What follows belongs to an exercise in optimizing a design on an open flow for small area and a short achievable clock period; a production flow would make more cautious choices. At most, simulation tests tie the RTL to the original design; equivalence was not proved. No functional check of the RTL was part of runs 1 to 5. No driver is modelled on the clock port, so clock power and skew are understated where the tree is cut down; a real chip needs a root buffer or a tree. Power and IR drop assume default switching activity.

### design.v
module memory_unit(
    input CLK, RESET,  
    input [3:0] ADDR,  
    input [7:0] DATA_IN,  
    input READ, WRITE,  
    input [7:0] SEARCH_KEY,  
    output reg [7:0] DATA_OUT,  
    output reg [7:0] SEARCH_RESULT  
);
reg [7:0] dasd_memory [0:15];  
reg [7:0] cam_key [0:7];       
wire we = !RESET && !READ && WRITE;
always @(posedge CLK) begin
    if (we) begin
        dasd_memory[ADDR] <= DATA_IN;
        if (!ADDR[3])
            cam_key[ADDR[2:0]] <= SEARCH_KEY;
    end
end
wire nrd;
g_inv u_nrd (.a(READ), .y(nrd));
wire [7:0] nlo, nhi, m, mr;
genvar g, b;
generate
    for (g = 0; g < 8; g = g + 1) begin : cmp
        wire [7:0] eq;
        for (b = 0; b < 8; b = b + 1) begin : bit_eq
            g_xnor2 u_eq (.a(cam_key[g][b]), .b(SEARCH_KEY[b]), .y(eq[b]));
        end
        g_nand4 u_lo (.a(eq[0]), .b(eq[1]), .c(eq[2]), .d(eq[3]), .y(nlo[g]));
        g_nand4 u_hi (.a(eq[4]), .b(eq[5]), .c(eq[6]), .d(eq[7]), .y(nhi[g]));
        g_nor2 u_m (.a(nlo[g]), .b(nhi[g]), .y(m[g]));
        g_nor3 u_mr (.a(nlo[g]), .b(nhi[g]), .c(nrd), .y(mr[g]));
    end
endgenerate
wire [7:0] nh, ssel;
wire z47, n23, n13;
g_or2  u_nh6 (.a(nlo[7]), .b(nhi[7]), .y(nh[6]));
g_nor2 u_nh5 (.a(m[6]), .b(m[7]), .y(nh[5]));
g_nor3 u_nh4 (.a(m[5]), .b(m[6]), .c(m[7]), .y(nh[4]));
g_nor4 u_z47 (.a(m[4]), .b(m[5]), .c(m[6]), .d(m[7]), .y(z47));
assign nh[3] = z47;
g_or2  u_n3  (.a(nlo[3]), .b(nhi[3]), .y(n13));
g_and2 u_nh2 (.a(z47), .b(n13), .y(nh[2]));
g_nor2 u_n23 (.a(m[2]), .b(m[3]), .y(n23));
g_and2 u_nh1 (.a(z47), .b(n23), .y(nh[1]));
wire n123;
g_nor3 u_n123 (.a(m[1]), .b(m[2]), .c(m[3]), .y(n123));
g_and2 u_nh0 (.a(z47), .b(n123), .y(nh[0]));
assign nh[7] = 1'b1;
assign ssel[7] = mr[7];
generate
    for (g = 0; g < 7; g = g + 1) begin : sel
        g_and2 u_s (.a(mr[g]), .b(nh[g]), .y(ssel[g]));
    end
endgenerate
wire [15:0] rsel;
mu_dec u_dec (.a(ADDR), .rd(READ), .sel(rsel));
wire [7:0] dout_d, sres_d;
generate
    for (b = 0; b < 8; b = b + 1) begin : bits
        wire [15:0] v;
        for (g = 0; g < 16; g = g + 1) begin : w
            assign v[g] = dasd_memory[g][b];
        end
        wire s0, s1, s2;
        g_a222oi u_s0 (.a1(ssel[0]), .a2(v[0]), .b1(ssel[1]), .b2(v[1]), .c1(ssel[2]), .c2(v[2]), .y(s0));
        g_a222oi u_s1 (.a1(ssel[3]), .a2(v[3]), .b1(ssel[4]), .b2(v[4]), .c1(ssel[5]), .c2(v[5]), .y(s1));
        g_a222oi u_s2 (.a1(ssel[6]), .a2(v[6]), .b1(ssel[7]), .b2(v[7]), .c1(nrd), .c2(SEARCH_RESULT[b]), .y(s2));
        g_nand3 u_sy (.a(s0), .b(s1), .c(s2), .y(sres_d[b]));
        wire d0, d1, d2, d3, d4, d5, e0, e1;
        g_a222oi u_d0 (.a1(rsel[0]), .a2(v[0]), .b1(rsel[1]), .b2(v[1]), .c1(rsel[2]), .c2(v[2]), .y(d0));
        g_a222oi u_d1 (.a1(rsel[3]), .a2(v[3]), .b1(rsel[4]), .b2(v[4]), .c1(rsel[5]), .c2(v[5]), .y(d1));
        g_a222oi u_d2 (.a1(rsel[6]), .a2(v[6]), .b1(rsel[7]), .b2(v[7]), .c1(rsel[8]), .c2(v[8]), .y(d2));
        g_a222oi u_d3 (.a1(rsel[9]), .a2(v[9]), .b1(rsel[10]), .b2(v[10]), .c1(rsel[11]), .c2(v[11]), .y(d3));
        g_a222oi u_d4 (.a1(rsel[12]), .a2(v[12]), .b1(rsel[13]), .b2(v[13]), .c1(rsel[14]), .c2(v[14]), .y(d4));
        g_a22oi  u_d5 (.a1(rsel[15]), .a2(v[15]), .b1(nrd), .b2(DATA_OUT[b]), .y(d5));
        g_nand3 u_e0 (.a(d0), .b(d1), .c(d2), .y(e0));
        g_nand3 u_e1 (.a(d3), .b(d4), .c(d5), .y(e1));
        g_or2 u_dy (.a(e0), .b(e1), .y(dout_d[b]));
    end
endgenerate
always @(posedge CLK or posedge RESET) begin
    if (RESET) begin
        DATA_OUT <= 8'd0;
        SEARCH_RESULT <= 8'd0;
    end else begin
        DATA_OUT <= dout_d;
        SEARCH_RESULT <= sres_d;
    end
end
endmodule
module mu_dec(input [3:0] a, input rd, output [15:0] sel);
    genvar i;
    generate
        for (i = 0; i < 16; i = i + 1) begin : d
            assign sel[i] = rd & (a == i);
        end
    endgenerate
endmodule
module g_inv(input a, output y);
    assign y = ~a;
endmodule
module g_xnor2(input a, input b, output y);
    assign y = ~(a ^ b);
endmodule
module g_nand3(input a, input b, input c, output y);
    assign y = ~(a & b & c);
endmodule
module g_nand4(input a, input b, input c, input d, output y);
    assign y = ~(a & b & c & d);
endmodule
module g_nor2(input a, input b, output y);
    assign y = ~(a | b);
endmodule
module g_nor3(input a, input b, input c, output y);
    assign y = ~(a | b | c);
endmodule
module g_nor4(input a, input b, input c, input d, output y);
    assign y = ~(a | b | c | d);
endmodule
module g_or2(input a, input b, output y);
    assign y = a | b;
endmodule
module g_and2(input a, input b, output y);
    assign y = a & b;
endmodule
module g_a22oi(input a1, input a2, input b1, input b2, output y);
    assign y = ~(a1 & a2 | b1 & b2);
endmodule
module g_a222oi(input a1, input a2, input b1, input b2, input c1, input c2, output y);
    assign y = ~(a1 & a2 | b1 & b2 | c1 & c2);
endmodule
### flow/run.sh
#!/bin/bash
# Own layout flow: the standard synthesis, then the standard ORFS steps with
# extra make variables (flow/make_args.txt, one NAME=VALUE per line; @FLOW@ is
# replaced by this folder's absolute path, for hook scripts).
set -uo pipefail
here=$(cd "$(dirname "$0")" && pwd)
mapfile -t args < <(grep -v '^\s*#' "$here/make_args.txt" | grep -v '^\s*$' | sed "s#@FLOW@#$here#g")
printf '%s\n' "${args[@]}" > make_args_used.log
bash standard.sh synth > synth.log 2>&1 || exit 1
bash standard.sh "${args[@]}" finish > layout.log 2>&1
### flow/make_args.txt
MATCH_CELL_FOOTPRINT=0
BUFFER_PORTS_ARGS=-buffer_cell sky130_fd_sc_hd__buf_2
CTS_ARGS=-sink_clustering_enable -repair_clock_nets -dont_use_dummy_load -buf_list sky130_fd_sc_hd__clkbuf_16 -sink_clustering_size 24 -sink_clustering_max_diameter 80
POST_CTS_TCL=@FLOW@/post_cts.tcl
SKIP_CTS_REPAIR_TIMING=1
### flow/post_cts.tcl
# Flatten the clock tree to two levels: the root buffer (the only cell the CLK
# port drives) drives the leaf buffers directly, which drive the registers. The
# branching buffers between them are removed, and the root is a clkbuf_16. All
# registers keep the same number of buffers on their clock path.
set block [ord::get_db_block]
proc out_net {inst} {
  foreach it [$inst getITerms] { if {[$it isOutputSignal]} { return [$it getNet] } }
  return ""
}
proc is_clkbuf {inst} { string match sky130_fd_sc_hd__clkbuf_* [[$inst getMaster] getName] }
set clk [$block findNet CLK]
set root ""
foreach it [$clk getITerms] { set root [$it getInst] }
set n0 [out_net $root]
set changed 1
while {$changed} {
  set changed 0
  foreach it [$n0 getITerms] {
    if {![$it isInputSignal]} { continue }
    set b [$it getInst]
    if {![is_clkbuf $b]} { continue }
    set n1 [out_net $b]
    # collapse b only if everything it drives is a clock buffer
    set all_bufs 1
    foreach l [$n1 getITerms] {
      if {[$l isInputSignal] && ![is_clkbuf [$l getInst]]} { set all_bufs 0 }
    }
    if {!$all_bufs} { continue }
    foreach l [$n1 getITerms] {
      if {[$l isInputSignal]} { $l disconnect; $l connect $n0 }
    }
    foreach bt [$b getITerms] { $bt disconnect }
    odb::dbInst_destroy $b
    odb::dbNet_destroy $n1
    set changed 1
    break
  }
}
$root swapMaster [[ord::get_db] findMaster sky130_fd_sc_hd__clkbuf_16]
puts "post_cts: root [$root getName] drives [expr {[llength [$n0 getITerms]] - 1}] clock buffers"
detailed_placement
check_placement -verbose
### flow/pre_cts.tcl
# Upsize the output port buffers.
set block [ord::get_db_block]
set master_buf [[ord::get_db] findMaster sky130_fd_sc_hd__buf_4]
foreach bterm [$block getBTerms] {
  if {[$bterm getIoType] ne "OUTPUT"} { continue }
  foreach iterm [[$bterm getNet] getITerms] {
    if {[$iterm isOutputSignal]} { [$iterm getInst] swapMaster $master_buf }
  }
}
### standard.sh
#!/bin/bash
# synth_recipe.tcl (not shown) runs the flow's synth.tcl, then flattens the netlist and writes it again
# the make line also repeats each setting of config.mk as NAME=value (left out here)
make -C /OpenROAD-flow-scripts/flow DESIGN_CONFIG=/design/flow/config.mk WORK_HOME=/design/flow/orfs CLKGATE_MAP_FILE= SYNTH_SCRIPT=/design/flow/synth_recipe.tcl "${@:-finish}"
### config.mk
export PLATFORM = sky130hd
export DESIGN_NAME = memory_unit
export DESIGN_NICKNAME = memory_unit
export VERILOG_FILES = /design/flow/design.v
export SDC_FILE = /design/flow/constraint.sdc
export NUM_CORES = 4
export LEC_CHECK = 0
export CAP_MARGIN = 20
export CORE_MARGIN = 2
export CORE_UTILIZATION = 40
export SETUP_SLACK_MARGIN = 2.2
export SLEW_MARGIN = 20
export SYNTH_HIERARCHICAL = 1
### constraint.sdc
create_clock -name core_clock -period 4.0 [get_ports {CLK}]
set_input_delay 0.8000 -clock core_clock [delete_from_list [all_inputs] [get_ports {CLK}]]
set_output_delay 0.8000 -clock core_clock [all_outputs]
set_load 0.01 [all_outputs]
==> results of run 1 <==
==> per-layer routing <==
metal	vias up	global-route usage	share of wire
li1	2268	-	-
met1	2597	0.228	0.38
met2	219	0.321	0.53
met3	38	0.0497	0.071
met4	0	0.0610	0.021
met5	-	0	0
==> synth_stat cells <==
library cell	count
nand3_1	26
or4b_4	1
or2_1	10
buf_2	1
nor4_2	1
and2_1	10
nand3b_1	4
a222oi_1	64
dfrtp_1	16
inv_1	2
clkbuf_1	4
or3b_2	1
nand2_1	2
nor3_2	13
a22oi_2	8
nor3_1	13
buf_6	1
nor4_1	4
xnor2_1	64
nand4_1	16
edfxtp_1	192
nand4bb_1	1
nand2b_1	4
nor2_1	29
or3b_4	1
==> final cells by class <==
class                   count  area share
repair buffers            105       0.112
flip-flops and latches    208       0.578
multi-input cells         273       0.252
repair inverters            1    0.000704
clock buffers              10      0.0235
inverters                   2     0.00106
well taps                 270      0.0317
==> Yosys stat by module, one instance, submodules excluded, a selection <==
module / flops+latches / cells inside / copies in the design / area [µm²]
g_nor4: 0 / 1 / 1 / 12.5
g_a222oi: 0 / 1 / 64 / 10.0
g_nor3: 0 / 1 / 10 / 10.0
g_inv: 0 / 1 / 1 / 3.75
g_nand4: 0 / 1 / 16 / 6.26
g_a22oi: 0 / 1 / 8 / 12.5
mu_dec: 0 / 23 / 1 / 118
g_nor2: 0 / 1 / 9 / 3.75
==> registers in the layout (all words and copies together), names as in the netlist <==
register	cells
SEARCH_RESULT	8
dasd_memory	128
cam_key	64
DATA_OUT	8
==> cells by family after synthesis <==
family | count (synthesis) | share of synthesized area
XOR/XNOR | 64 | 0.0674
buffers and inverters | 8 | 0.00467
AND/OR/NAND/NOR | 136 | 0.0968
AO/OA/AOI/OAI | 72 | 0.0891
flip-flops | 208 | 0.742
==> report_power, final <==
group	internal, mW	switching [mW]	leakage (nW)
Clock	0.449	0.607	0.123
Sequential	2.40	0.0204	1.94
Combinational	0.159	0.182	1.47
==> stage by stage <==
stage / util / instance area (µm²)
global route: 0.525 / 10700
global placement: 0.455 / 9230
detailed placement: 0.455 / 9230
floorplan: - / 8770
finish: 0.525 / 10700
==> worst min path at each step <==
stage	startpoint	to	slack, ns	cells after the start
6_report	dasd_memory[1][6]	SEARCH_RESULT[6]	0.52	2
3_3_place_gp	dasd_memory[1][5]	SEARCH_RESULT[5]	0.49	2
2_1_floorplan	dasd_memory[1][0]	SEARCH_RESULT[0]	0.47	2
5_1_grt	dasd_memory[1][6]	SEARCH_RESULT[6]	0.55	2
3_5_place_dp	dasd_memory[1][0]	SEARCH_RESULT[0]	0.50	2
==> critical path, delay by kind of cell <==
| kind | cells | cell delay (ns) |
|---|---|---|
| XOR/XNOR | 1 | 0.13 |
| buffers and inverters | 1 | 0.14 |
| AND/OR/NAND/NOR | 6 | 1.00 |
| AO/OA/AOI/OAI | 1 | 0.45 |
==> results.txt, run 1 <==
outcome = no timing/DRC/antenna violations
global-route wire length before repair = 29300 µm
setup tns final = 0 ns
die height = 148 µm
area delta synth->final = 28.3%
CP Class = in -> reg
Synth area leaders = edfxtp_1, a222oi_1, xnor2_1
Worst Setup EP = SEARCH_RESULT[1]
syn_nets = 512
commonest non-fill, non-tap cell in the layout = edfxtp_1
IO Pins = 40
Worst IR Drop VDD = 256 µV
Rel. slew slack = 0.404
max_cap viols = 0
Die X = 148 µm
Reg2Reg Depth = 8
vias in the first global route = 4820
fin nets = 625
period utilization = 0.570
Critical Path End Type = flop
maximum number of pins on one net before global-route repair = 25
Synth area leader = edfxtp_1
Synth cell types = 25
dpl hpwl = 13000 µm
DR DRC count = 0
TritonCTS Sinks = 208
r2r endpoint = SEARCH_RESULT[1]
antenna violations before repair = 0
Crit Path Max Fanout = 15
Avg WL per Cell = 25.2 µm
row count = 52
Pleak = 3.53 nW
Std-Cell Core Area = 20300 µm²
most frequent cells in the layout = edfxtp_1, a222oi_1, buf_4, xnor2_1, nand3_1
Max Slew Vio Count = 0
slowest CP cell = a222oi_1
CP required = 4.26 ns
post-route setup slack = 1.72 ns
Reg2Reg Launch Point = cam_key[7][4]
die area = 21900 µm²
mean post-synth cell area = 17.0 µm²
Seq cells post-synth = 208
clk_skew = 0.0163 ns
Clock transition at path regs = 0.09 ns
Worst setup SP type = input port
PwrDens = 358 nW/µm²
Initial Utilization = 0.409
# diodes = 0
vias per cell = 5.89
pre-CTS setup slack = 0.829 ns
final WL = 21900 µm
top cell type's share of synthesized area = 0.694
CP max stage delay = 0.45 ns
GPL Wtd Cong = 0.798
GRT Util Overall = 0.186
Syn Std Cell Area = 8310 µm²
crit path from = SEARCH_KEY[6]
1st-iter DRT viols = 565
Fin Hold WS = 0.521 ns
Seq/Total Area, Yosys = 0.742
vias = 5122
Fin. Hold Viols = 0
Max Clk Rate = 0.439 GHz
I/O Buffers = 39
final setup vio count = 0
Synth warnings = 7
Worst EP arrival = 2.54 ns
FF/Latch Area = 6170 µm²
Total Power = 3.82 mW
Routed Antenna Nets = 0
reg-to-reg slack, setup = 1.78 ns
Worst Tran Pin Value = 0.892 ns
router iterations before antenna repair = 6
Multi-input gate area = 2690 µm²
RSZ-0062 raised after global routing = yes
critical path cell sequence = buf_16 > xnor2_2 > nand4_1 > nor2_4 > nor4_4 > and2_1 > and2_4 > a222oi_1 > nand3_1
Inst Count DP = 793
Post-Synthesis Cells = 488
# fillers = 1656
final std cells w/o fill = 869
clk_lat worst skew = 0.39 ns
fin crit period = 2.28 ns
grt total ovfl = 0
fraction of layout instances using a drive strength above 1 = 0.361
class of the worst hold path = reg -> reg
==> inputs of run 2 (changes only) <==
--- a/config.mk
+++ b/config.mk
@@ -8,6 +8,6 @@
 export CAP_MARGIN = 20
 export CORE_MARGIN = 2
 export CORE_UTILIZATION = 40
-export SETUP_SLACK_MARGIN = 2.2
+export SETUP_SLACK_MARGIN = 1.9
 export SLEW_MARGIN = 20
 export SYNTH_HIERARCHICAL = 1
==> run 2 against run 1 <==
Against the previous run:
- global-route usage fell by 0.18 points
- core utilization fell by 1.6 points
- flip-flop and latch count did not move
- worst hold slack got worse by 0.014 ns
==> results.txt, run 2 <==
Clock power frac = 0.290
Largest delay share family, worst path = simple AND/OR/NAND/NOR gates
CP Class = in -> reg
Rel. slew slack = 0.507
Critical Path End Type = flop
mean post-synth cell area = 17.0 µm²
period utilization = 0.561
antenna violations before repair = 0
area delta synth->final = 24.4%
Internal Power = 3.02 mW
maximum number of pins on one net before global-route repair = 25
Crit Path Max Fanout = 9
Highest Signal Layer = met4
met2 WL post-DR = 9950 µm
GRT Util Overall = 0.184
Syn Std Cell Area = 8310 µm²
final WL = 20400 µm
pre-CTS setup slack = 0.992 ns
Synth cell types = 25
Post-DP Area = 9130 µm²
Max Slew Vio Count = 0
Top FF cell, synth = edfxtp_1
TritonCTS Sinks = 208
max_cap viols = 0
Seq/Total Area, Yosys = 0.742
clk_skew = 0.0304 ns
CP required = 4.25 ns
RSZ-0062 raised after global routing = yes
largest reg by FF count = dasd_memory
PwrDens = 371 nW/µm²
met3 WL = 1560 µm
outcome = no timing/DRC/antenna violations
die area = 21900 µm²
I/O Buffers = 39
Synth warnings = 7
1st-iter DRT viols = 745
Total Power = 3.83 mW
Synth area leader = edfxtp_1
slowest CP cell = a222oi_1
clk_lat worst skew = 0.40 ns
Final Util = 0.509
Std-Cell Core Area = 20300 µm²
Sw Ratio = 0.212
dpl hpwl = 13100 µm
Synth area leaders = edfxtp_1, a222oi_1, xnor2_1
IO Pins = 40
vias in the first global route = 4782
Largest register FFs = 128
WP buf/inv = 1
router iterations before antenna repair = 9
vias per cell = 5.97
final setup vio count = 0
class of the worst hold path = reg -> reg
Post-synth EDFFs = 192
Pleak = 3.41 nW
final std cells w/o fill = 844
fin nets = 600
syn_nets = 512
count leader, synth = edfxtp_1
Max Clk Rate = 0.446 GHz
Reg2Reg Depth = 7
setup tns final = 0 ns
combinational fraction of design power = 0.078
top cell type's share of synthesized area = 0.694
reg-to-reg slack, setup = 1.83 ns
vias = 5037
GPL Wtd Cong = 0.835
switching power = 0.811 mW
Reg2Reg Launch Point = cam_key[5][2]
Worst Tran Pin Value = 0.739 ns
global-route wire length before repair = 29600 µm
Fin. Hold Viols = 0
Seq cells post-synth = 208
Worst EP arrival = 2.49 ns
Worst IR Drop VDD = 234 µV
Worst path depth = 8
fin crit period = 2.24 ns
crit path from = SEARCH_KEY[0]
commonest non-fill, non-tap cell in the layout = edfxtp_1
DR DRC count = 0
Post-Route M1 WL = 8470 µm
part of the power in registers = 0.632
Worst Setup EP = SEARCH_RESULT[2]
fraction of layout instances using a drive strength above 1 = 0.348
Worst setup SP type = input port
Fin Hold WS = 0.507 ns
Synth async-reset ratio = 0.0769
die height = 148 µm
top cells by count, synth = edfxtp_1, a222oi_1, xnor2_1, nor2_1, nand3_1
CP max stage delay = 0.56 ns
grt total ovfl = 0
Initial Utilization = 0.409
Routed Antenna Nets = 0
post-route setup slack = 1.76 ns
Clock transition at path regs = 0.09 ns
Avg WL per Cell = 24.2 µm
Die X = 148 µm
row count = 52
Inst Count DP = 802
# diodes = 0
most frequent cells in the layout = edfxtp_1, a222oi_1, xnor2_2, buf_4
Post-Synthesis Cells = 488
critical path cell sequence = buf_16 > xnor2_4 > nand4_1 > nor2_2 > nor4_4 > and2_4 > a222oi_1 > nand3_1
r2r endpoint = SEARCH_RESULT[2]
final instance area = 10300 µm²
==> run 2: metal layers <==
layer,up-vias,GRT usage
li1,2221,-
met1,2558,0.259
met2,235,0.288
met3,23,0.0380
met4,0,0.0619
met5,-,0
==> run 2: worst min-delay path by stage <==
stage                 startpoint                to  depth (start not counted)
5_1_grt        dasd_memory[4][4]  SEARCH_RESULT[4]                          2
3_5_place_dp   dasd_memory[1][2]  SEARCH_RESULT[2]                          2
3_3_place_gp   dasd_memory[1][2]  SEARCH_RESULT[2]                          2
6_report       dasd_memory[4][0]  SEARCH_RESULT[0]                          2
2_1_floorplan  dasd_memory[1][0]  SEARCH_RESULT[0]                          2
==> run 2: modules after synthesis, one instance, submodules excluded, a selection <==
module | times used | cells inside
g_inv | 1 | 1
g_nand3 | 24 | 1
g_nand4 | 16 | 1
g_nor2 | 9 | 1
g_or2 | 10 | 1
g_xnor2 | 64 | 1
mu_dec | 1 | 23
==> run 2: final cells by class <==
class | count | area [µm²]
Fill cell | 1699 | 9960
Clock buffer | 11 | 275
Multi-Input combinational cell | 272 | 2750
Sequential cell | 208 | 6170
Tap cell | 270 | 338
Timing Repair Buffer | 81 | 795
Inverter | 2 | 11.3
==> run 2: power by group through the flow <==
stage	clock (mW)	combinational, mW	sequential (mW)
5_1_grt	1.22	0.318	2.42
3_3_place_gp	0	0.227	2.47
3_5_place_dp	0	0.232	2.47
6_report	1.11	0.299	2.42
2_1_floorplan	0	0.111	2.47
==> run 2: cell families after synthesis <==
family                    count (synthesis)  share of synthesized area
AOI/OAI and AO/OA                        72                     0.0891
xor gates and xnor gates                 64                     0.0674
buffers and inverters                     8                    0.00467
DFF                                     208                      0.742
and+or+nand+nor                         136                     0.0968
==> run 2: tightest hold or removal path, cell delays in order (launching register included) <==
cell	delay [ns]
edfxtp_1	0.34
a222oi_1	0.08
nand3_1	0.08
==> inputs of run 3 (changes only) <==
==> flow/run.sh (replaced) <==
#!/bin/bash
# Own layout flow: the standard synthesis, then the standard ORFS steps with
# extra make variables (flow/make_args.txt, one NAME=VALUE per line).
set -uo pipefail
here=$(cd "$(dirname "$0")" && pwd)
mapfile -t args < <(grep -v '^\s*#' "$here/make_args.txt" | grep -v '^\s*$')
printf '%s\n' "${args[@]}" > make_args_used.log
bash standard.sh synth > synth.log 2>&1 || exit 1
bash standard.sh "${args[@]}" finish > layout.log 2>&1
==> flow/make_args.txt (replaced) <==
MATCH_CELL_FOOTPRINT=0
BUFFER_PORTS_ARGS=-buffer_cell sky130_fd_sc_hd__buf_2
CTS_ARGS=-sink_clustering_enable -repair_clock_nets -dont_use_dummy_load -buf_list sky130_fd_sc_hd__clkbuf_8 -sink_clustering_size 16 -sink_clustering_max_diameter 50
--- a/config.mk
+++ b/config.mk
@@ -8,6 +8,6 @@
 export CAP_MARGIN = 20
 export CORE_MARGIN = 2
 export CORE_UTILIZATION = 40
-export SETUP_SLACK_MARGIN = 1.9
+export SETUP_SLACK_MARGIN = 2.2
 export SLEW_MARGIN = 20
 export SYNTH_HIERARCHICAL = 1
removed: flow/post_cts.tcl
removed: flow/pre_cts.tcl
==> run 3 against run 2 <==
Against the previous run:
- critical path type unchanged
- non-clock buffer count is 32 higher
- largest power group unchanged
- global-route usage is 0.69 points higher
- clock skew is 0.019 ns higher
- critical path depth is 1 higher
- worst setup slack better by 0.13 ns
- still clean on timing, DRC and antenna
- synthesized area stayed put
- worst hold slack worse by 0.023 ns
- final cell count is 5.2% higher
- cell area is 1.6% higher
- maximum frequency is 6.0% higher
- clock power hardly changed
==> results.txt, run 3 <==
vias in the first global route = 5223
Synth area leaders = edfxtp_1, a222oi_1, xnor2_1
DR DRC count = 0
Pleak = 3.48 nW
largest reg by FF count = dasd_memory
slowest CP cell = a222oi_1
Post-Synth Simple-Gate Area = 0.0968
Fin. Hold Viols = 0
area share of fa/ha/maj cells after synthesis = 0
Worst EP arrival = 2.50 ns
final instance area = 10500 µm²
Fin Hold WS = 0.484 ns
critical path cell sequence = buf_8 > xnor2_2 > nand4_1 > nor2_4 > nor4_4 > and2_1 > and2_4 > a222oi_1 > nand3_1
maximum number of pins on one net before global-route repair = 25
vias per cell = 5.80
Critical Path End Type = flop
largest family of logic cells by synthesized area = simple AND/OR/NAND/NOR gates
Synth warnings = 7
Post-Synthesis Cells = 488
TritonCTS Sinks = 208
most frequent cells in the layout = edfxtp_1, buf_4, a222oi_1, xnor2_1, nand3_1
die height = 148 µm
Max Buffers Root-to-Sink = 3
CP max stage delay = 0.43 ns
Syn Std Cell Area = 8310 µm²
Worst Setup EP = SEARCH_RESULT[1]
period utilization = 0.529
IO Pins = 40
# diodes = 0
final setup vio count = 0
antenna violations before repair = 0
RSZ-0062 raised after global routing = yes
1st-iter DRT viols = 615
row count = 52
Reg2Reg Launch Point = cam_key[6][1]
fin nets = 644
die area = 21900 µm²
TritonCTS clock tree = yes
Rel. slew slack = 0.418
Synth async-reset ratio = 0.0769
FF/Latch Area = 6170 µm²
total CTS buffers = 21
Largest delay share family, worst path = simple AND/OR/NAND/NOR gates
Post-DP Area = 9230 µm²
Seq cells post-synth = 208
fraction of layout instances using a drive strength above 1 = 0.374
Worst path depth = 9
top cells by count, synth = edfxtp_1, a222oi_1, xnor2_1, nor2_1, nand3_1
reg-to-reg slack, setup = 1.90 ns
Routed Antenna Nets = 0
GPL Wtd Cong = 0.798
post-route setup slack = 1.88 ns
top cell type's share of synthesized area = 0.694
xor-xnor portion of the synthesized cell area = 0.0674
mean post-synth cell area = 17.0 µm²
Largest register FFs = 128
Synth area leader = edfxtp_1
dpl hpwl = 13000 µm
Post-synth EDFFs = 192
Synth Area in Compound Gates = 0.0891
Worst IR Drop VDD = 260 µV
area delta synth->final = 26.4%
Total Power = 3.86 mW
Top FF cell, synth = edfxtp_1
PwrDens = 368 nW/µm²
vias = 5150
class of the worst hold path = in -> async
Std-Cell Core Area = 20300 µm²
I/O Buffers = 39
outcome = no timing/DRC/antenna violations
Initial Utilization = 0.409
setup tns final = 0 ns
CTS Hold Bufs = 0
CP required = 4.39 ns
crit path from = SEARCH_KEY[1]
GRT Util Overall = 0.191
Max Clk Rate = 0.473 GHz
Seq/Total Area, Yosys = 0.742
H-tree depth = 1
Avg WL per Cell = 23.9 µm
r2r endpoint = SEARCH_RESULT[1]
clk root buf = clkbuf_8
CP Class = in -> reg
fin crit period = 2.12 ns
Die X = 148 µm
Reg2Reg Depth = 8
max_cap viols = 0
grt total ovfl = 0
WP buf/inv = 1
clk_lat worst skew = 0.53 ns
Worst Tran Pin Value = 0.873 ns
pre-CTS setup slack = 0.829 ns
Clock transition at path regs = 0.10 ns
global-route wire length before repair = 31000 µm
Worst setup SP type = input port
final WL = 21200 µm
syn_nets = 512
Max Slew Vio Count = 0
router iterations before antenna repair = 7
count leader, synth = edfxtp_1
# fillers = 1674
clk_skew = 0.0493 ns
commonest non-fill, non-tap cell in the layout = edfxtp_1
mux share of post-synthesis cell area = 0
Synth cell types = 25
Multi-input gate area = 2670 µm²
Crit Path Max Fanout = 16
-- run 3: repair_timing --
| item | CTS | global route |
|---|---|---|
| setup endpoints to repair | 224 | 44 |
| resized for setup | 77 | 27 |
| pin swaps | 30 | 22 |
| endpoints found under the hold margin | 0 | 0 |
| gates cloned | 2 | 1 |
| setup buffers | 45 | 26 |
-- run 3: how the worst min path moves through the flow --
stage	end	slack, ns	cells past startpoint
floorplan	SEARCH_RESULT[0]	0.47	2
global placement	SEARCH_RESULT[5]	0.49	2
detailed placement	SEARCH_RESULT[0]	0.50	2
CTS	SEARCH_RESULT[2]	0.48	2
global route	SEARCH_RESULT[2]	0.49	2
finish	SEARCH_RESULT[5]	0.48	2
-- run 3: final cells by class --
type | count | share of cell area
Clock buffer | 21 | 0.0275
Timing Repair Buffer | 113 | 0.0971
Timing Repair inverter | 1 | 0.000715
Sequential cell | 208 | 0.587
Inverter | 2 | 0.00107
Tap cell | 270 | 0.0322
Multi-Input combinational cell | 273 | 0.254
-- run 3: worst reg2reg max path: stages, from the launching register on --
cell	delay, ns
edfxtp_1	0.42
xnor2_2	0.14
nand4_1	0.22
nor2_4	0.22
nor4_4	0.07
and2_1	0.14
and2_4	0.18
a222oi_1	0.43
nand3_1	0.13
-- run 3: per-layer routing --
layer | up-vias | share of wire | GRT usage
li1 | 2301 | - | -
met1 | 2552 | 0.37 | 0.235
met2 | 233 | 0.51 | 0.337
met3 | 64 | 0.079 | 0.0331
met4 | 0 | 0.038 | 0.0738
met5 | - | 0 | 0
-- run 3: modules after synthesis (local to each module, per instance), a selection --
module       cells inside  area [µm²]  flip-flops and latches
g_a22oi                 1        12.5                       0
g_inv                   1        3.75                       0
g_nand3                 1        5.00                       0
g_nand4                 1        6.26                       0
g_nor2                  1        3.75                       0
g_nor4                  1        12.5                       0
memory_unit           248        6400                     208
-- run 3: where the power goes --
| group | switching (mW) | total (mW) | internal, mW |
|---|---|---|---|
| sequential | 0.0184 | 2.42 | 2.40 |
| clock | 0.648 | 1.12 | 0.468 |
| combinational | 0.181 | 0.325 | 0.144 |
-- run 3: stage by stage --
| step | cells | util |
|---|---|---|
| detailed placement | 793 | 0.455 |
| global route | 888 | 0.517 |
| global placement | 793 | 0.455 |
| floorplan | 488 | - |
| finish | 888 | 0.517 |
| CTS | 861 | 0.502 |
-- run 3: cell families after synthesis --
family                    Yosys count
DFF                               208
and+or+nand+nor                   136
AOI/OAI and AO/OA                  72
xor gates and xnor gates           64
buffers and inverters               8
==> inputs of run 4 (changes only) <==
--- a/design.v
+++ b/design.v
@@ -33,27 +33,23 @@
         g_nor3 u_mr (.a(nlo[g]), .b(nhi[g]), .c(nrd), .y(mr[g]));
     end
 endgenerate
-wire [7:0] nh, ssel;
-wire z47, n23, n13;
-g_or2  u_nh6 (.a(nlo[7]), .b(nhi[7]), .y(nh[6]));
-g_nor2 u_nh5 (.a(m[6]), .b(m[7]), .y(nh[5]));
-g_nor3 u_nh4 (.a(m[5]), .b(m[6]), .c(m[7]), .y(nh[4]));
-g_nor4 u_z47 (.a(m[4]), .b(m[5]), .c(m[6]), .d(m[7]), .y(z47));
-assign nh[3] = z47;
-g_or2  u_n3  (.a(nlo[3]), .b(nhi[3]), .y(n13));
-g_and2 u_nh2 (.a(z47), .b(n13), .y(nh[2]));
-g_nor2 u_n23 (.a(m[2]), .b(m[3]), .y(n23));
-g_and2 u_nh1 (.a(z47), .b(n23), .y(nh[1]));
-wire n123;
+wire [7:0] ssel;
+wire nm7, nm6, nh4, z47, n13, n23, n123;
+g_or2  u_nm7  (.a(nlo[7]), .b(nhi[7]), .y(nm7));
+g_nor4 u_z47  (.a(m[4]), .b(m[5]), .c(m[6]), .d(m[7]), .y(z47));
+g_or2  u_n13  (.a(nlo[3]), .b(nhi[3]), .y(n13));
+g_nor2 u_n23  (.a(m[2]), .b(m[3]), .y(n23));
 g_nor3 u_n123 (.a(m[1]), .b(m[2]), .c(m[3]), .y(n123));
-g_and2 u_nh0 (.a(z47), .b(n123), .y(nh[0]));
-assign nh[7] = 1'b1;
 assign ssel[7] = mr[7];
-generate
-    for (g = 0; g < 7; g = g + 1) begin : sel
-        g_and2 u_s (.a(mr[g]), .b(nh[g]), .y(ssel[g]));
-    end
-endgenerate
+g_and2 u_s6 (.a(mr[6]), .b(nm7), .y(ssel[6]));
+g_and3 u_s5b (.a(mr[5]), .b(nm7), .c(nm6), .y(ssel[5]));
+g_or2  u_nm6  (.a(nlo[6]), .b(nhi[6]), .y(nm6));
+g_nor3 u_nh4 (.a(m[5]), .b(m[6]), .c(m[7]), .y(nh4));
+g_and2 u_s4  (.a(mr[4]), .b(nh4), .y(ssel[4]));
+g_and2 u_s3 (.a(mr[3]), .b(z47), .y(ssel[3]));
+g_and3 u_s2 (.a(mr[2]), .b(z47), .c(n13), .y(ssel[2]));
+g_and3 u_s1 (.a(mr[1]), .b(z47), .c(n23), .y(ssel[1]));
+g_and3 u_s0 (.a(mr[0]), .b(z47), .c(n123), .y(ssel[0]));
 wire [15:0] rsel;
 mu_dec u_dec (.a(ADDR), .rd(READ), .sel(rsel));
 wire [7:0] dout_d, sres_d;
@@ -63,11 +59,14 @@
         for (g = 0; g < 16; g = g + 1) begin : w
             assign v[g] = dasd_memory[g][b];
         end
-        wire s0, s1, s2;
-        g_a222oi u_s0 (.a1(ssel[0]), .a2(v[0]), .b1(ssel[1]), .b2(v[1]), .c1(ssel[2]), .c2(v[2]), .y(s0));
-        g_a222oi u_s1 (.a1(ssel[3]), .a2(v[3]), .b1(ssel[4]), .b2(v[4]), .c1(ssel[5]), .c2(v[5]), .y(s1));
-        g_a222oi u_s2 (.a1(ssel[6]), .a2(v[6]), .b1(ssel[7]), .b2(v[7]), .c1(nrd), .c2(SEARCH_RESULT[b]), .y(s2));
-        g_nand3 u_sy (.a(s0), .b(s1), .c(s2), .y(sres_d[b]));
+        wire s0, s1, s2, s3, sh, sx;
+        g_a22oi u_s0 (.a1(ssel[0]), .a2(v[0]), .b1(ssel[1]), .b2(v[1]), .y(s0));
+        g_a22oi u_s1 (.a1(ssel[2]), .a2(v[2]), .b1(ssel[3]), .b2(v[3]), .y(s1));
+        g_a22oi u_s2 (.a1(ssel[4]), .a2(v[4]), .b1(ssel[5]), .b2(v[5]), .y(s2));
+        g_a22oi u_s3 (.a1(ssel[6]), .a2(v[6]), .b1(ssel[7]), .b2(v[7]), .y(s3));
+        g_nand2 u_sh (.a(nrd), .b(SEARCH_RESULT[b]), .y(sh));
+        g_and2 u_sx (.a(s3), .b(sh), .y(sx));
+        g_nand4 u_sy (.a(s0), .b(s1), .c(s2), .d(sx), .y(sres_d[b]));
         wire d0, d1, d2, d3, d4, d5, e0, e1;
         g_a222oi u_d0 (.a1(rsel[0]), .a2(v[0]), .b1(rsel[1]), .b2(v[1]), .c1(rsel[2]), .c2(v[2]), .y(d0));
         g_a222oi u_d1 (.a1(rsel[3]), .a2(v[3]), .b1(rsel[4]), .b2(v[4]), .c1(rsel[5]), .c2(v[5]), .y(d1));
@@ -104,6 +103,12 @@
 module g_xnor2(input a, input b, output y);
     assign y = ~(a ^ b);
 endmodule
+module g_nand2(input a, input b, output y);
+    assign y = ~(a & b);
+endmodule
+module g_and3(input a, input b, input c, output y);
+    assign y = a & b & c;
+endmodule
 module g_nand3(input a, input b, input c, output y);
     assign y = ~(a & b & c);
 endmodule
==> run 4 against run 3 <==
Against the previous run:
- synthesized area up 2.8%
- clock power about the same
- maximum frequency up 8.5%
- critical path type unchanged
- critical endpoint unchanged
- largest cell class unchanged
==> results.txt, run 4 <==
Synth area leaders = edfxtp_1, xnor2_1, a22oi_2
CP Class = in -> reg
row count = 53
period utilization = 0.487
pre-CTS setup slack = 0.864 ns
Synth area leader = edfxtp_1
Rel. slew slack = 0.452
# diodes = 0
Post-Synthesis Cells = 509
max_cap viols = 0
Std-Cell Core Area = 21000 µm²
Synth warnings = 7
Die X = 150 µm
fraction of layout instances using a drive strength above 1 = 0.375
clk_skew = 0.0471 ns
CP required = 4.42 ns
CP max stage delay = 0.40 ns
GRT Util Overall = 0.189
I/O Buffers = 39
vias in the first global route = 5276
syn_nets = 533
Post-synth EDFFs = 192
dpl hpwl = 13300 µm
top cells by count, synth = edfxtp_1, xnor2_1, a222oi_1, a22oi_2, nor2_1
maximum number of pins on one net before global-route repair = 25
largest reg by FF count = dasd_memory
Initial Utilization = 0.406
post-route setup slack = 2.05 ns
vias per cell = 5.76
mean post-synth cell area = 16.8 µm²
Clock transition at path regs = 0.09 ns
IO Pins = 40
router iterations before antenna repair = 9
DR DRC count = 0
setup tns final = 0 ns
most frequent cells in the layout = edfxtp_1, xnor2_1, a222oi_1, a22oi_2, buf_4
Syn Std Cell Area = 8540 µm²
Pleak = 3.38 nW
H-tree depth = 1
total CTS buffers = 22
die height = 150 µm
vias = 5149
count leader, synth = edfxtp_1
Worst EP arrival = 2.37 ns
clk_lat worst skew = 0.54 ns
Max Clk Rate = 0.513 GHz
critical path cell sequence = buf_6 > xnor2_1 > nand4_1 > nor2_2 > nor4_4 > and3_4 > a22oi_2 > nand4_1
Largest register FFs = 128
global-route wire length before repair = 31400 µm
Seq/Total Area, Yosys = 0.722
Top FF cell, synth = edfxtp_1
fin crit period = 1.95 ns
antenna violations before repair = 0
commonest non-fill, non-tap cell in the layout = edfxtp_1
clk root buf = clkbuf_8
top cell type's share of synthesized area = 0.675
1st-iter DRT viols = 554
GPL Wtd Cong = 0.808
slowest CP cell = and3_4
fin nets = 645
Seq cells post-synth = 208
class of the worst hold path = in -> async
final WL = 21100 µm
Avg WL per Cell = 23.6 µm
TritonCTS clock tree = yes
Max Slew Vio Count = 0
final setup vio count = 0
grt total ovfl = 0
Worst setup SP type = input port
cell mode on critical path = nand4_1
die area = 22500 µm²
Max Buffers Root-to-Sink = 3
Crit Path Max Fanout = 16
area delta synth->final = 24.5%
RSZ-0062 raised after global routing = yes
PwrDens = 365 nW/µm²
Fin. Hold Viols = 0
TritonCTS Sinks = 208
Routed Antenna Nets = 0
Worst IR Drop VDD = 287 µV
Synth cell types = 26
Synth async-reset ratio = 0.0769
Critical Path End Type = flop
Worst Tran Pin Value = 0.821 ns
outcome = no timing/DRC/antenna violations
Total Power = 3.89 mW
## run 4: worst paths after layout
| check | slack [ns] | end | start | depth (start not counted) |
|---|---|---|---|---|
| worst min register to register | 0.49 | SEARCH_RESULT[0] | dasd_memory[3][0] | 2 |
| worst min-delay path | 0.43 | DATA_OUT[6] | RESET | 2 |
| max in group asynchronous | 3.00 | SEARCH_RESULT[1] | RESET | 2 |
| worst max-delay path | 2.05 | SEARCH_RESULT[1] | SEARCH_KEY[7] | 8 |
| min in group core_clock | 0.49 | SEARCH_RESULT[0] | dasd_memory[3][0] | 2 |
| worst max register to register | 2.10 | SEARCH_RESULT[1] | cam_key[5][7] | 7 |
## run 4: power by group
part	total, mW	switching, mW	internal [mW]
sequential	2.42	0.0205	2.40
clock	1.15	0.661	0.489
combinational	0.316	0.175	0.141
total	3.89	0.857	3.03
## run 4: layout make-up
class                           instances  area, µm²
Tap cell                              275        344
Sequential cell                       208       6170
Clock buffer                           22        303
Timing Repair Buffer                   93        997
Timing Repair inverter                  1       7.51
Multi-Input combinational cell        293       2810
Inverter                                2       11.3
Fill cell                            1698      10400
## run 4: layer usage
| layer | up-vias | global-route usage | routed length (µm) |
|---|---|---|---|
| met3 | 52 | 0.0336 | 1400 |
| li1 | 2306 | - | - |
| met4 | 0 | 0.0703 | 708 |
| met1 | 2566 | 0.241 | 8270 |
| met5 | - | 0 | 0 |
| met2 | 225 | 0.324 | 10700 |
## run 4: timing repair
action                     in CTS  in global routing
setup endpoints to repair     224                 65
pin swaps                      34                 20
cloned                          2                  1
resized for setup              75                 20
setup buffers                  34                 15
hold buffers                    0                  0
## run 4: per-stage QoR
stage | hold slack [ns] | instance area [µm²] | util | cells
3_5_place_dp | 0.496 | 9430 | 0.449 | 820
4_1_cts | 0.449 | 10400 | 0.495 | 878
3_3_place_gp | 0.502 | 9430 | 0.449 | 820
5_1_grt | 0.475 | 10600 | 0.506 | 894
6_report | 0.435 | 10600 | 0.506 | 894
2_1_floorplan | 0.476 | 8950 | - | 509
## run 4: worst max-delay path, delay by kind of cell
kind                      cells  cell delay (ns)
and+or+nand+nor               5             1.16
xor gates and xnor gates      1             0.14
AOI/OAI and AO/OA             1             0.11
buffers and inverters         1             0.15
## run 4: kinds of logic after synthesis
logic type | synth area share
xor gates and xnor gates | 0.0656
and+or+nand+nor | 0.103
AOI/OAI and AO/OA | 0.105
DFF | 0.722
buffers and inverters | 0.00454
## run 4: modules after synthesis, one instance, submodules excluded, a selection
module   cell area, µm²  flip-flops and latches
g_and2             6.26                       0
g_nand3            5.00                       0
g_a22oi            12.5                       0
g_and3             6.26                       0
g_nor2             3.75                       0
g_or2              6.26                       0
g_inv              3.75                       0
g_nor3             10.0                       0
==> inputs of run 5 (changes only) <==
==> flow/run.sh (replaced) <==
#!/bin/bash
# Own layout flow: the standard synthesis, then the standard ORFS steps with
# extra make variables (flow/make_args.txt, one NAME=VALUE per line; @FLOW@ is
# replaced by this folder's absolute path, for hook scripts).
set -uo pipefail
here=$(cd "$(dirname "$0")" && pwd)
mapfile -t args < <(grep -v '^\s*#' "$here/make_args.txt" | grep -v '^\s*$' | sed "s#@FLOW@#$here#g")
printf '%s\n' "${args[@]}" > make_args_used.log
bash standard.sh synth > synth.log 2>&1 || exit 1
bash standard.sh "${args[@]}" finish > layout.log 2>&1
==> flow/make_args.txt (replaced) <==
MATCH_CELL_FOOTPRINT=0
BUFFER_PORTS_ARGS=-buffer_cell sky130_fd_sc_hd__buf_2
CTS_ARGS=-sink_clustering_enable -repair_clock_nets -dont_use_dummy_load -buf_list sky130_fd_sc_hd__clkbuf_16 -sink_clustering_size 24 -sink_clustering_max_diameter 80
POST_CTS_TCL=@FLOW@/post_cts.tcl
SKIP_CTS_REPAIR_TIMING=1
==> flow/post_cts.tcl (new file) <==
# Flatten the clock tree to two levels: the root buffer (the only cell the CLK
# port drives) drives the leaf buffers directly, which drive the registers. The
# branching buffers between them are removed, and the root is a clkbuf_16. All
# registers keep the same number of buffers on their clock path.
set block [ord::get_db_block]
proc out_net {inst} {
  foreach it [$inst getITerms] { if {[$it isOutputSignal]} { return [$it getNet] } }
  return ""
}
proc is_clkbuf {inst} { string match sky130_fd_sc_hd__clkbuf_* [[$inst getMaster] getName] }
set clk [$block findNet CLK]
set root ""
foreach it [$clk getITerms] { set root [$it getInst] }
set n0 [out_net $root]
set changed 1
while {$changed} {
  set changed 0
  foreach it [$n0 getITerms] {
    if {![$it isInputSignal]} { continue }
    set b [$it getInst]
    if {![is_clkbuf $b]} { continue }
    set n1 [out_net $b]
    # collapse b only if everything it drives is a clock buffer
    set all_bufs 1
    foreach l [$n1 getITerms] {
      if {[$l isInputSignal] && ![is_clkbuf [$l getInst]]} { set all_bufs 0 }
    }
    if {!$all_bufs} { continue }
    foreach l [$n1 getITerms] {
      if {[$l isInputSignal]} { $l disconnect; $l connect $n0 }
    }
    foreach bt [$b getITerms] { $bt disconnect }
    odb::dbInst_destroy $b
    odb::dbNet_destroy $n1
    set changed 1
    break
  }
}
$root swapMaster [[ord::get_db] findMaster sky130_fd_sc_hd__clkbuf_16]
puts "post_cts: root [$root getName] drives [expr {[llength [$n0 getITerms]] - 1}] clock buffers"
detailed_placement
check_placement -verbose
==> flow/pre_cts.tcl (new file) <==
# Upsize the output port buffers.
set block [ord::get_db_block]
set master_buf [[ord::get_db] findMaster sky130_fd_sc_hd__buf_4]
foreach bterm [$block getBTerms] {
  if {[$bterm getIoType] ne "OUTPUT"} { continue }
  foreach iterm [[$bterm getNet] getITerms] {
    if {[$iterm isOutputSignal]} { [$iterm getInst] swapMaster $master_buf }
  }
}
==> run 5 against run 4 <==
Against the previous run:
- still clean
- sequential share of layout area fell by 1.8 points
- die area stayed put
- clock power is essentially flat
- largest cell class unchanged
- largest power group unchanged
==> results.txt, run 5 <==
final instance area = 11000 µm²
max_cap viols = 0
post-route setup slack = 1.96 ns
maximum number of pins on one net before global-route repair = 25
Clock transition at path regs = 0.09 ns
Post-Synth Simple-Gate Area = 0.103
Post-DP Area = 9430 µm²
router iterations before antenna repair = 8
Critical Path End Type = flop
Internal Power = 3.05 mW
Largest register FFs = 128
Seq/Total Area, Yosys = 0.722
top cell type's share of synthesized area = 0.675
Seq cells post-synth = 208
Avg WL per Cell = 24.0 µm
antenna violations before repair = 0
vias in the first global route = 4975
vias per cell = 5.83
GR Util met3 = 0.0433
Worst setup SP type = input port
final setup vio count = 0
Crit Path Max Fanout = 16
outcome = no timing/DRC/antenna violations
dpl hpwl = 13300 µm
Synth area leader = edfxtp_1
clk_skew = 0.0421 ns
setup tns final = 0 ns
Synth cell types = 26
PwrDens = 354 nW/µm²
Post-Synthesis Cells = 509
met2 GRT Util = 0.308
part of the power in registers = 0.624
Sw Ratio = 0.214
# diodes = 0
clk_lat worst skew = 0.41 ns
CP required = 4.35 ns
Rel. slew slack = 0.441
vias = 5229
area delta synth->final = 28.5%
fin nets = 648
combinational fraction of design power = 0.088
fraction of layout instances using a drive strength above 1 = 0.392
Worst Tran Pin Value = 0.837 ns
DR DRC count = 0
row count = 53
class of the worst hold path = reg -> reg
xor-xnor portion of the synthesized cell area = 0.0656
commonest non-fill, non-tap cell in the layout = edfxtp_1
most frequent cells in the layout = edfxtp_1, xnor2_1, a222oi_1, a22oi_2, buf_4
Syn Std Cell Area = 8540 µm²
Synth Area in Compound Gates = 0.105
Clock power frac = 0.288
GPL Wtd Cong = 0.808
Post-synth EDFFs = 192
1st-iter DRT viols = 499
Pleak = 3.53 nW
TritonCTS Sinks = 208
area share of fa/ha/maj cells after synthesis = 0
Top FF cell, synth = edfxtp_1
CP Class = in -> reg
final std cells w/o fill = 897
I/O Buffers = 39
Inst Count DP = 820
Routed Antenna Nets = 0
Die X = 150 µm
pre-CTS setup slack = 0.864 ns
fin crit period = 2.04 ns
syn_nets = 533
Synth warnings = 7
die height = 150 µm
grt peak-use layer = met2
largest family of logic cells by synthesized area = compound AO/OA/AOI/OAI gates
final WL = 21500 µm
Std-Cell Core Area = 21000 µm²
IO Pins = 40
Synth async-reset ratio = 0.0769
mux share of post-synthesis cell area = 0
count leader, synth = edfxtp_1
Max Clk Rate = 0.491 GHz
die area = 22500 µm²
global-route wire length before repair = 30200 µm
Synth area leaders = edfxtp_1, xnor2_1, a22oi_2
Fin. Hold Viols = 0
Worst IR Drop VDD = 280 µV
switching power = 0.832 mW
largest reg by FF count = dasd_memory
GRT Util Overall = 0.188
Max Slew Vio Count = 0
RSZ-0062 raised after global routing = yes
period utilization = 0.509
mean post-synth cell area = 16.8 µm²
Worst EP arrival = 2.38 ns
grt total ovfl = 0
met1 usage in global routing = 0.240
top cells by count, synth = edfxtp_1, xnor2_1, a222oi_1, a22oi_2, nor2_1
Initial Utilization = 0.406
-- run 5: cells by family (layout without fill, tap and decap cells) --
logic type / count (synthesis) / after routing
AOI/OAI and AO/OA: 80 / 80
xor gates and xnor gates: 64 / 64
buffers and inverters: 8 / 121
DFF: 208 / 208
and+or+nand+nor: 149 / 149
-- run 5: path summary, 6_finish.rpt --
kind / endpoint / depth (start not counted) / start / slack (ns)
max: SEARCH_RESULT[1] / 9 / SEARCH_KEY[0] / 1.96
min: SEARCH_RESULT[4] / 2 / dasd_memory[1][4] / 0.48
min reg2reg: SEARCH_RESULT[4] / 2 / dasd_memory[1][4] / 0.48
max in group asynchronous: DATA_OUT[0] / 2 / RESET / 2.89
min in group asynchronous: DATA_OUT[6] / 2 / RESET / 0.54
max reg2reg: SEARCH_RESULT[1] / 7 / cam_key[6][4] / 2.07
-- run 5: critical path, cell delays in order --
cell	delay (ns)
buf_8	0.14
xnor2_2	0.14
nand4_1	0.09
buf_6	0.13
nor2_4	0.05
nor4_4	0.39
and3_4	0.40
a22oi_2	0.11
nand4_1	0.12
-- run 5: stage by stage --
step | hold WS (ns) | total power, mW | utilization
2_1_floorplan | 0.476 | 2.60 | -
3_3_place_gp | 0.502 | 2.70 | 0.449
3_5_place_dp | 0.496 | 2.71 | 0.449
5_1_grt | 0.531 | 4.01 | 0.522
6_report | 0.483 | 3.88 | 0.522
-- run 5: cell type report --
type | instances | area [µm²]
repair buffers | 107 | 1270
fillers | 1650 | 10000
multi-input cells | 293 | 2900
flip-flops and latches | 208 | 6170
repair inverters | 1 | 7.51
inverters | 2 | 11.3
well taps | 275 | 344
clock buffers | 11 | 275
-- run 5: power groups by stage --
stage	logic [mW]	registers, mW	clock network [mW]
3_5_place_dp	0.239	2.47	0
2_1_floorplan	0.127	2.47	0
6_report	0.341	2.42	1.12
3_3_place_gp	0.232	2.47	0
5_1_grt	0.364	2.42	1.22
-- run 5: routing by layer --
metal	wire length, µm	up-vias
met3	1550	46
met4	737	0
met2	10800	231
met1	8380	2638
met5	0	-
li1	-	2314
-- run 5: per-module statistics from Yosys, one instance, submodules excluded, excerpt --
module / times used / cells inside / flip-flops and latches
g_a22oi: 40 / 1 / 0
g_and2: 11 / 1 / 0
g_inv: 1 / 1 / 0
g_nand3: 16 / 1 / 0
g_nor2: 8 / 1 / 0
g_nor3: 10 / 1 / 0
g_nor4: 1 / 1 / 0
g_xnor2: 64 / 1 / 0
memory_unit: 1 / 248 / 208
==> inputs of run 6 (changes only) <==
==> design.v (replaced) <==
module memory_unit(
    input CLK, RESET,  
    input [3:0] ADDR,  
    input [7:0] DATA_IN,  
    input READ, WRITE,  
    input [7:0] SEARCH_KEY,  
    output reg [7:0] DATA_OUT,  
    output reg [7:0] SEARCH_RESULT  
);
reg [7:0] dasd_memory [0:15];  
reg [7:0] cam_key [0:7];       
wire we = !RESET && !READ && WRITE;
always @(posedge CLK) begin
    if (we) begin
        dasd_memory[ADDR] <= DATA_IN;
        if (!ADDR[3])
            cam_key[ADDR[2:0]] <= SEARCH_KEY;
    end
end
reg [7:0] search;
integer i;
always @(*) begin
    search = 8'd0;
    for (i = 0; i < 8; i = i + 1)
        if (cam_key[i] == SEARCH_KEY)
            search = dasd_memory[i];
end
wire nrd;
g_inv u_nrd (.a(READ), .y(nrd));
wire [15:0] rsel;
mu_dec u_dec (.a(ADDR), .rd(READ), .sel(rsel));
wire [7:0] dout_d;
genvar g, b;
generate
    for (b = 0; b < 8; b = b + 1) begin : bits
        wire [15:0] v;
        for (g = 0; g < 16; g = g + 1) begin : w
            assign v[g] = dasd_memory[g][b];
        end
        wire d0, d1, d2, d3, d4, d5, e0, e1;
        g_a222oi u_d0 (.a1(rsel[0]), .a2(v[0]), .b1(rsel[1]), .b2(v[1]), .c1(rsel[2]), .c2(v[2]), .y(d0));
        g_a222oi u_d1 (.a1(rsel[3]), .a2(v[3]), .b1(rsel[4]), .b2(v[4]), .c1(rsel[5]), .c2(v[5]), .y(d1));
        g_a222oi u_d2 (.a1(rsel[6]), .a2(v[6]), .b1(rsel[7]), .b2(v[7]), .c1(rsel[8]), .c2(v[8]), .y(d2));
        g_a222oi u_d3 (.a1(rsel[9]), .a2(v[9]), .b1(rsel[10]), .b2(v[10]), .c1(rsel[11]), .c2(v[11]), .y(d3));
        g_a222oi u_d4 (.a1(rsel[12]), .a2(v[12]), .b1(rsel[13]), .b2(v[13]), .c1(rsel[14]), .c2(v[14]), .y(d4));
        g_a22oi  u_d5 (.a1(rsel[15]), .a2(v[15]), .b1(nrd), .b2(DATA_OUT[b]), .y(d5));
        g_nand3 u_e0 (.a(d0), .b(d1), .c(d2), .y(e0));
        g_nand3 u_e1 (.a(d3), .b(d4), .c(d5), .y(e1));
        g_or2 u_dy (.a(e0), .b(e1), .y(dout_d[b]));
    end
endgenerate
always @(posedge CLK or posedge RESET) begin
    if (RESET) begin
        DATA_OUT <= 8'd0;
        SEARCH_RESULT <= 8'd0;
    end else begin
        DATA_OUT <= dout_d;
        if (READ)
            SEARCH_RESULT <= search;
    end
end
endmodule
module mu_dec(input [3:0] a, input rd, output [15:0] sel);
    genvar i;
    generate
        for (i = 0; i < 16; i = i + 1) begin : d
            assign sel[i] = rd & (a == i);
        end
    endgenerate
endmodule
module g_inv(input a, output y);
    assign y = ~a;
endmodule
module g_nand3(input a, input b, input c, output y);
    assign y = ~(a & b & c);
endmodule
module g_or2(input a, input b, output y);
    assign y = a | b;
endmodule
module g_a22oi(input a1, input a2, input b1, input b2, output y);
    assign y = ~(a1 & a2 | b1 & b2);
endmodule
module g_a222oi(input a1, input a2, input b1, input b2, input c1, input c2, output y);
    assign y = ~(a1 & a2 | b1 & b2 | c1 & c2);
endmodule
==> flow/make_args.txt (replaced) <==
MATCH_CELL_FOOTPRINT=0
BUFFER_PORTS_ARGS=-buffer_cell sky130_fd_sc_hd__buf_2
CTS_ARGS=-sink_clustering_enable -repair_clock_nets -dont_use_dummy_load -buf_list sky130_fd_sc_hd__clkbuf_8 -sink_clustering_size 16 -sink_clustering_max_diameter 50
PRE_CTS_TCL=@FLOW@/pre_cts.tcl
==> run 6 against run 5 <==
Against the previous run:
- still clean on timing, DRC and antenna
- cell area is 2.6% lower
- core utilization is 1.5 points lower
- maximum frequency is 5.3% higher
- worst setup slack better by 0.10 ns
- synthesized area is 0.78% higher
- register-to-register slack better by 0.09 ns
- largest cell class unchanged
==> results.txt, run 6 <==
Clock transition at path regs = 0.11 ns
Post-synth EDFFs = 192
die area = 22700 µm²
Worst IR Drop VDD = 340 µV
TritonCTS clock tree = yes
most frequent cells in the layout = edfxtp_1, buf_4, a222oi_1, xor2_1, clkbuf_8
Synth area leaders = edfxtp_1, a222oi_1, dfrtp_1
Seq cells post-synth = 208
Worst EP arrival = 1.13 ns
DR DRC count = 0
final instance area = 10700 µm²
Worst setup SP type = flop
Synth async-reset ratio = 0.0769
total CTS buffers = 23
Max Slew Vio Count = 0
outcome = no timing/DRC/antenna violations
combinational fraction of design power = 0.085
final WL = 21800 µm
critical path cell sequence = buf_6
die height = 151 µm
Fin. Hold Viols = 0
Largest register FFs = 128
max_cap viols = 0
Post-Synthesis Cells = 536
grt total ovfl = 0
Synth cell types = 44
setup tns final = 0 ns
Die X = 151 µm
fin nets = 669
Max Clk Rate = 0.517 GHz
vias per cell = 5.88
switching power = 0.885 mW
TritonCTS Sinks = 208
clk_skew = 0.0912 ns
Clock power frac = 0.302
Avg WL per Cell = 23.7 µm
1st-iter DRT viols = 644
IO Pins = 40
GRT Util Overall = 0.194
Sw Ratio = 0.224
Total Power = 3.95 mW
I/O Buffers = 39
CP Class = reg -> out
RSZ-0062 raised after global routing = yes
area delta synth->final = 24.2%
Synth warnings = 7
part of the power in registers = 0.613
top cells by count, synth = edfxtp_1, xor2_1, a222oi_1, nor2_1, nand3_1
Syn Std Cell Area = 8610 µm²
largest reg by FF count = dasd_memory
Internal Power = 3.07 mW
clk_lat worst skew = 0.56 ns
CP required = 3.20 ns
antenna violations before repair = 0
# diodes = 0
Post-DP Area = 9250 µm²
count leader, synth = edfxtp_1
Top FF cell, synth = edfxtp_1
vias = 5398
WP buf/inv = 1
Initial Utilization = 0.408
Fin Hold WS = 0.316 ns
fin crit period = 1.93 ns
Pleak = 3.56 nW
period utilization = 0.483
row count = 53
GPL Wtd Cong = 0.935
dpl hpwl = 14300 µm
Worst Tran Pin Value = 0.832 ns
CTS Hold Bufs = 0
PwrDens = 369 nW/µm²
vias in the first global route = 5322
top cell type's share of synthesized area = 0.670
mean post-synth cell area = 16.1 µm²
Crit Path Max Fanout = 2
router iterations before antenna repair = 7
Std-Cell Core Area = 21100 µm²
Largest delay share family, worst path = flip-flops
syn_nets = 560
slowest CP cell = dfrtp_1
Final Util = 0.507
fraction of layout instances using a drive strength above 1 = 0.348
Synth area leader = edfxtp_1
Rel. slew slack = 0.444
final setup vio count = 0
class of the worst hold path = in -> async
global-route wire length before repair = 32600 µm
Routed Antenna Nets = 0
Critical Path End Type = output port
CP max stage delay = 0.43 ns
Seq/Total Area, Yosys = 0.716
maximum number of pins on one net before global-route repair = 17
commonest non-fill, non-tap cell in the layout = edfxtp_1
run 6: cell types whose count changed in the layout (fill, tap and decap cells not counted), sizes merged, moves of 10 or more:
cell    change
xnor2      -48
xor2       +48
a22oi      -32
nand4      -18
a21oi      +11
nor2       +11
o21ai      +11
and2       -10
clkbuf     +10
run 6: layout make-up:
class | instances | area, µm²
Fill cell | 1736 | 10400
Sequential cell | 208 | 6170
Multi-Input combinational cell | 309 | 2860
Timing Repair Buffer | 100 | 995
Tap cell | 275 | 344
Clock buffer | 23 | 317
Inverter | 3 | 15.0
run 6: stage by stage:
stage / instances / worst slack, ns
finish: 918 / 2.07
global route: 918 / 2.02
CTS: 900 / 2.01
detailed placement: 840 / 0.954
global placement: 840 / 0.988
floorplan: 536 / 1.77
run 6: timing repair:
action,4_1_cts,5_1_grt
cloned,1,1
resized for setup,127,36
setup endpoints to repair,179,88
pin swaps,32,36
setup buffers,36,17
run 6: power groups by stage:
stage / sequential, mW / combinational (mW) / clock [mW]
final: 2.42 / 0.337 / 1.19
after global routing: 2.42 / 0.362 / 1.29
after CTS: 2.42 / 0.311 / 1.21
after detailed placement: 2.47 / 0.234 / 0
after floorplan: 2.47 / 0.130 / 0
after global placement: 2.47 / 0.229 / 0
run 6: kinds of logic after synthesis:
logic type             share of synthesized area
flip-flops                                 0.716
multiplexers                              0.0105
XOR/XNOR                                  0.0686
AND/OR/NAND/NOR                           0.0907
buffers and inverters                     0.0158
AO/OA/AOI/OAI                             0.0984
run 6: routing by layer:
layer | vias up | share of wire | GRT usage | wire (µm)
li1 | 2372 | - | - | -
met1 | 2739 | 0.40 | 0.266 | 8820
met2 | 248 | 0.49 | 0.311 | 10600
met3 | 39 | 0.080 | 0.0358 | 1730
met4 | 0 | 0.026 | 0.0668 | 576
met5 | - | 0 | 0 | 0
run 6: modules after synthesis (local to each module, per instance):
| module | flip-flops and latches | cells inside | copies in the design | area (µm²) |
|---|---|---|---|---|
| g_inv | 0 | 1 | 1 | 3.75 |
| g_a222oi | 0 | 1 | 40 | 10.0 |
| g_a22oi | 0 | 1 | 8 | 12.5 |
| mu_dec | 0 | 23 | 1 | 118 |
| g_nand3 | 0 | 1 | 16 | 5.00 |
| g_or2 | 0 | 1 | 8 | 6.26 |
| memory_unit | 208 | 440 | 1 | 7860 |
run 6: final timing paths:
| kind | start | endpoint | slack (ns) | depth (start not counted) |
|---|---|---|---|---|
| setup / recovery | DATA_OUT[7] | DATA_OUT[7] | 2.07 | 1 |
| hold / removal | RESET | DATA_OUT[7] | 0.32 | 3 |
| min in group core_clock | SEARCH_KEY[7] | cam_key[3][7] | 0.53 | 1 |
| setup reg to reg | cam_key[1][4] | SEARCH_RESULT[5] | 2.16 | 6 |
| max in group asynchronous | RESET | DATA_OUT[0] | 3.42 | 3 |
| hold reg to reg | dasd_memory[9][1] | DATA_OUT[1] | 0.55 | 3 |
==> inputs of run 7 (changes only) <==
==> flow/run.sh (replaced) <==
#!/bin/bash
# Own layout flow: the standard synthesis, then the standard ORFS steps with
# extra make variables (flow/make_args.txt, one NAME=VALUE per line).
set -uo pipefail
here=$(cd "$(dirname "$0")" && pwd)
mapfile -t args < <(grep -v '^\s*#' "$here/make_args.txt" | grep -v '^\s*$')
printf '%s\n' "${args[@]}" > make_args_used.log
bash standard.sh synth > synth.log 2>&1 || exit 1
bash standard.sh "${args[@]}" finish > layout.log 2>&1
==> flow/make_args.txt (replaced) <==
MATCH_CELL_FOOTPRINT=0
BUFFER_PORTS_ARGS=-buffer_cell sky130_fd_sc_hd__buf_2
CTS_ARGS=-sink_clustering_enable -repair_clock_nets -dont_use_dummy_load -buf_list sky130_fd_sc_hd__clkbuf_8 -sink_clustering_size 16 -sink_clustering_max_diameter 50
--- a/config.mk
+++ b/config.mk
@@ -5,9 +5,9 @@
 export SDC_FILE = /design/flow/constraint.sdc
 export NUM_CORES = 4
 export LEC_CHECK = 0
-export CAP_MARGIN = 20
+export CAP_MARGIN = 5
 export CORE_MARGIN = 2
 export CORE_UTILIZATION = 40
 export SETUP_SLACK_MARGIN = 2.2
-export SLEW_MARGIN = 20
+export SLEW_MARGIN = 5
 export SYNTH_HIERARCHICAL = 1
removed: flow/post_cts.tcl
removed: flow/pre_cts.tcl
==> run 7 against run 6 <==
Against the previous run:
- still clean
- worst setup slack worse by 0.010 ns
- maximum frequency down 0.54%
- via count up 0.37%
- die area unchanged
- cell area down 0.68%
- worst hold slack better by 0.00060 ns
- global-route usage down 0.13 points
- final cell count up 0.33%
- core utilization down 0.34 points
- wire length down 0.44%
==> results.txt, run 7 <==
outcome = no timing/DRC/antenna violations
Fin Hold WS = 0.316 ns
GPL Wtd Cong = 0.935
PwrDens = 371 nW/µm²
Max Buffers Root-to-Sink = 3
CP Class = reg -> out
RSZ-0062 raised after global routing = yes
syn_nets = 560
fin crit period = 1.94 ns
crit path from = DATA_OUT[1]
Max Slew Vio Count = 0
CP max stage delay = 0.42 ns
part of the power in registers = 0.614
clk_skew = 0.0977 ns
Worst Tran Pin Value = 0.824 ns
1st-iter DRT viols = 637
CP required = 3.20 ns
commonest non-fill, non-tap cell in the layout = edfxtp_1
Initial Utilization = 0.408
area share of fa/ha/maj cells after synthesis = 0
critical path cell sequence = buf_2
Reg2Reg Launch Point = cam_key[1][4]
Std-Cell Core Area = 21100 µm²
antenna violations before repair = 0
Post-synth EDFFs = 192
clk_lat worst skew = 0.57 ns
DR DRC count = 0
vias in the first global route = 5335
Crit Path Max Fanout = 2
fin nets = 672
WP buf/inv = 1
vias = 5418
combinational fraction of design power = 0.083
Routed Antenna Nets = 0
largest family of logic cells by synthesized area = compound AO/OA/AOI/OAI gates
mean post-synth cell area = 16.1 µm²
Largest register FFs = 128
Clock transition at path regs = 0.10 ns
xor-xnor portion of the synthesized cell area = 0.0686
Critical Path End Type = output port
Synth area leaders = edfxtp_1, a222oi_1, dfrtp_1
Post-Synth Simple-Gate Area = 0.0907
Internal Power = 3.05 mW
Reg2Reg Depth = 6
count leader, synth = edfxtp_1
Worst Setup EP = DATA_OUT[1]
die area = 22700 µm²
Worst path depth = 1
post-route setup slack = 2.06 ns
fraction of layout instances using a drive strength above 1 = 0.354
total CTS buffers = 23
Worst setup SP type = flop
IO Pins = 40
Die X = 151 µm
I/O Buffers = 39
area delta synth->final = 23.4%
vias per cell = 5.88
most frequent cells in the layout = edfxtp_1, buf_4, a222oi_1, xor2_1, buf_2
GRT Util Overall = 0.192
Max Clk Rate = 0.514 GHz
Synth async-reset ratio = 0.0769
TritonCTS clock tree = yes
die height = 151 µm
Synth Area in Compound Gates = 0.0984
Inst Count DP = 840
Clock power frac = 0.302
Post-Synthesis Cells = 536
Worst EP arrival = 1.14 ns
top cell type's share of synthesized area = 0.670
max_cap viols = 0
final setup vio count = 0
[run 7: layout make-up]
type / instances / area (µm²)
repair buffers: 103 / 917
fillers: 1753 / 10500
multi-input cells: 309 / 2870
inverters: 3 / 15.0
flip-flops and latches: 208 / 6170
well taps: 275 / 344
clock buffers: 23 / 317
[run 7: metal layers]
layer  vias up  track usage  wire length, µm
li1       2383            -                -
met1      2728        0.264             8790
met2       261        0.308            10600
met3        46       0.0345             1670
met4         0       0.0701              637
met5         -            0                0
[run 7: power groups by stage]
stage               Clock [mW]  Sequential (mW)  Combinational (mW)
detailed placement           0             2.47               0.234
global route              1.29             2.42               0.351
CTS                       1.20             2.42               0.295
floorplan                    0             2.47               0.130
global placement             0             2.47               0.229
finish                    1.19             2.42               0.328
[run 7: worst min-delay path by stage]
stage,cells after the start,end,start
2_1_floorplan,3,DATA_OUT[0],dasd_memory[13][0]
3_3_place_gp,3,DATA_OUT[3],dasd_memory[13][3]
3_5_place_dp,3,DATA_OUT[3],dasd_memory[13][3]
4_1_cts,3,DATA_OUT[7],RESET
5_1_grt,3,DATA_OUT[7],RESET
6_report,3,DATA_OUT[7],RESET
[run 7: repair_timing]
action | CTS | global route
buffers inserted | 36 | 20
setup endpoints to repair | 186 | 88
hold buffers | 0 | 0
pin swaps | 35 | 34
gates cloned | 1 | 1
resized for setup | 111 | 38
[run 7: per-module statistics from Yosys (local to each module, per instance)]
module | flip-flops and latches | area, µm² | cells | times used
g_a222oi | 0 | 10.0 | 1 | 40
mu_dec | 0 | 118 | 23 | 1
g_or2 | 0 | 6.26 | 1 | 8
memory_unit | 208 | 7860 | 440 | 1
g_nand3 | 0 | 5.00 | 1 | 16
g_inv | 0 | 3.75 | 1 | 1
g_a22oi | 0 | 12.5 | 1 | 8
[run 7: cell families (layout without fill, tap and decap cells)]
kind of cell,count (synthesis),after routing
AND/OR/NAND/NOR,141,141
flip-flops,208,208
buffers and inverters,19,129
multiplexers,8,8
AO/OA/AOI/OAI,96,96
XOR/XNOR,64,64
[run 7: stage by stage]
stage / cell area [µm²] / utilization / power [mW]
2_1_floorplan: 8810 / - / 2.60
3_3_place_gp: 9250 / 0.438 / 2.70
3_5_place_dp: 9250 / 0.438 / 2.70
4_1_cts: 10300 / 0.486 / 3.92
5_1_grt: 10600 / 0.504 / 4.06
6_report: 10600 / 0.504 / 3.94
